Source: an optimization exercise on an open RTL-to-GDS flow (aim: small area and a short achievable clock period). Production flows keep margins and buffers that such runs may drop.
Function was checked by simulation only, so behaviour that the tests miss may differ from the original.

== build 64 ==
Design float_alu, start of the top module:
module float_alu(op,a,b,clk,out);
input [31:0] a,b;
input [2:0] op;
input clk;
output reg [31:0] out;
localparam CUT = 12;    
function [45:0] xpos;
  input [31:0] x;
  reg [7:0] E; reg [22:0] m, keep; reg [4:0] k;
  integer i;
  begin
    m = x[22:0]; E = x[30:23]; k = ~E[4:0];
    for (i = 0; i < 23; i = i + 1) keep[i] = (i >= k);
    if (E[7:5] == 3'b100 && E[4:0] <= 5'd22)       
      xpos = {21'd0, 1'b1, m, 1'b0} << E[4:0];
    else if (E == 8'd127) xpos = 46'd1 << 23;
    else if (E[7:5] == 3'b011 && E[4:0] >= 5'd9)   
      xpos = {23'd0, m & keep};
    else xpos = 46'd0;
  end
endfunction
function [5:0] ctz23;
  input [22:0] f; integer i;
  begin ctz23 = 6'd23; for (i = 22; i >= 0; i = i - 1) if (f[i]) ctz23 = i; end
endfunction
function [5:0] clz46;
  input [45:0] x; integer i;
  begin clz46 = 6'd46; for (i = 0; i <= 45; i = i + 1) if (x[i]) clz46 = 45 - i; end
endfunction
function ge6;
  input [5:0] x; input [5:0] c;
  integer i; reg r;
  begin
    r = 1'b1;
    for (i = 0; i < 6; i = i + 1) r = c[i] ? (x[i] & r) : (x[i] | r);
    ge6 = r;
  end
endfunction
function [45:0] bkadd;
  input [45:0] a, b; input cin;
  reg [45:0] g, p, G, P; integer l, i;
  begin
    g = a & b; p = a ^ b;
    G = g; P = p;
    G[0] = g[0] | (p[0] & cin);
    for (l = 0; l < 6; l = l + 1)
      for (i = (2 << l) - 1; i < 46; i = i + (2 << l)) begin
        G[i] = G[i] | (P[i] & G[i - (1 << l)]);
        P[i] = P[i] & P[i - (1 << l)];
      end
    for (l = 4; l >= 0; l = l - 1)
      for (i = (3 << l) - 1; i < 46; i = i + (2 << l))
        G[i] = G[i] | (P[i] & G[i - (1 << l)]);
    bkadd = p ^ {G[44:0], cin};
  end
endfunction
function gev;
  input [5:0] x, y;
  integer i; reg r;
  begin
    r = 1'b1;
    for (i = 0; i < 6; i = i + 1) r = (x[i] & ~y[i]) | ((x[i] | ~y[i]) & r);
    gev = r;
  end
endfunction
function [45:0] rev46;
  input [45:0] x; integer i;
  begin for (i = 0; i < 46; i = i + 1) rev46[i] = x[45-i]; end
endfunction
reg [31:0] ar, br; reg [2:0] opr;
always @(posedge clk) begin ar <= a; br <= b; opr <= op; end
wire [45:0] xpa = xpos(ar), xpb = xpos(br);
  ...
Size in the first run: roughly 12,000 cells after synthesis, roughly 290 flip-flops, roughly 100 I/O pins, ~84,000 um^2 of cells after synthesis.
export LEC_CHECK = 0
export ABC_AREA = 1
export CAP_MARGIN = 40
export CORE_MARGIN = 2
export CORE_UTILIZATION = 40
export SLEW_MARGIN = 40
export SYNTH_HIERARCHICAL = 1
create_clock -name core_clock -period 300.0 [get_ports {clk}]
run.sh (not shown) runs the stock make flow with config.mk's settings and CLKGATE_MAP_FILE= SYNTH_SCRIPT=/design/flow/synth_recipe.tcl, a recipe that flattens the netlist after the stock synthesis.
Build 64 ended with every stage complete and zero timing, DRC or antenna violations.
Input changes introduced in build 86 (baseline for comparison: build 64):
--- a/flow/config.mk
+++ b/flow/config.mk
@@ -11 +11 @@
-export CORE_UTILIZATION = 40
+export CORE_UTILIZATION = 55
On sequential cell count, build 64 and build 86 are basically level.
Of build 64 and build 86, build 64 shows the higher number of buffers created by CTS, with build 86 below it.
Looking at build 64 and build 86, the maximum frequency is a wash.
Against build 64, build 86 reports a wire length that is lower.
| part of the cycle the worst path needs | build 86 vs build 64 | ≈ equal |
Build 86 vs build 64: wire length per cell after detailed routing up slightly
When build 86 is measured against build 64, its register-to-register setup slack turns out 330 ps higher.
Relative to build 86, the following input files were edited for build 91:
--- a/flow/config.mk
+++ b/flow/config.mk
@@ -11 +11,3 @@
-export CORE_UTILIZATION = 55
+export CORE_UTILIZATION = 40
+export CTS_BUF_LIST = sky130_fd_sc_hd__clkbuf_8
+export CTS_CLUSTER_SIZE = 16
Findings:
- Build 91: top achievable clock speed about 0.4% below build 86
- Filler cell count in the final layout (lower): build 86
What build 13 does differently from build 91 at the input level:
--- a/flow/config.mk
+++ b/flow/config.mk
@@ -9 +9 @@
-export CAP_MARGIN = 40
+export CAP_MARGIN = 30
@@ -12,3 +12 @@
-export CTS_BUF_LIST = sky130_fd_sc_hd__clkbuf_8
-export CTS_CLUSTER_SIZE = 16
-export SLEW_MARGIN = 40
+export SLEW_MARGIN = 30
## What came out
Build 13 went all the way through the flow, and no timing, DRC or antenna check failed.
Via density per instance (build 13 over build 91): increase, about 0.4%
Build 13 vs. build 91: final area essentially unchanged, post-synthesis async set-or-reset flop share ~0 delta, portion of the clock cycle consumed by the worst path in the final layout shows no meaningful change, register-to-register slack fell by 980 ps.
The growth of design area from synthesis to finish was comparable across build 13 and build 91.
Comparing build 91 with build 13, the placed wire-length estimate after detailed placement came out essentially unchanged.
Compared with build 91, in build 13 met3 layer wire length in the routed design increased 0.69%, time the worst path needs with I/O delays and setup decreased 190 ps.

separate check: timing with driven ports:
In the flow no input, the clock included, has a driving cell. The finished layouts below were timed again as built, in two steps.
Step 1 sets driving cells, clkbuf_16 on the clock port and buf_2 on the other inputs (assumed; they add their load-dependent delay and slew).
Step 2 times the ports against the registers' clock, not the clock port: input delays grow and output delays shrink by t, the midpoint of the rising clock arrivals with the driver on.
Slacks: ideal / step 1 / step 2; pairs: ideal / step 1.
run	t, ns	setup slack, ns	hold slack, ns	worst setup path after step 2	cell pins on the clock port's net
build 64	0.740	238.458 / 238.369 / 239.109	0.874 / 0.874 / 0.874	register to output	1
build 86	0.712	238.525 / 238.444 / 239.156	0.750 / 0.750 / 0.750	register to output	1
build 91	0.902	238.273 / 238.180 / 239.082	0.844 / 0.844 / 0.844	register to output	1
build 13	0.740	238.463 / 238.367 / 239.107	0.906 / 0.906 / 0.906	register to output	1
After both steps setup and hold are still met in every run listed.
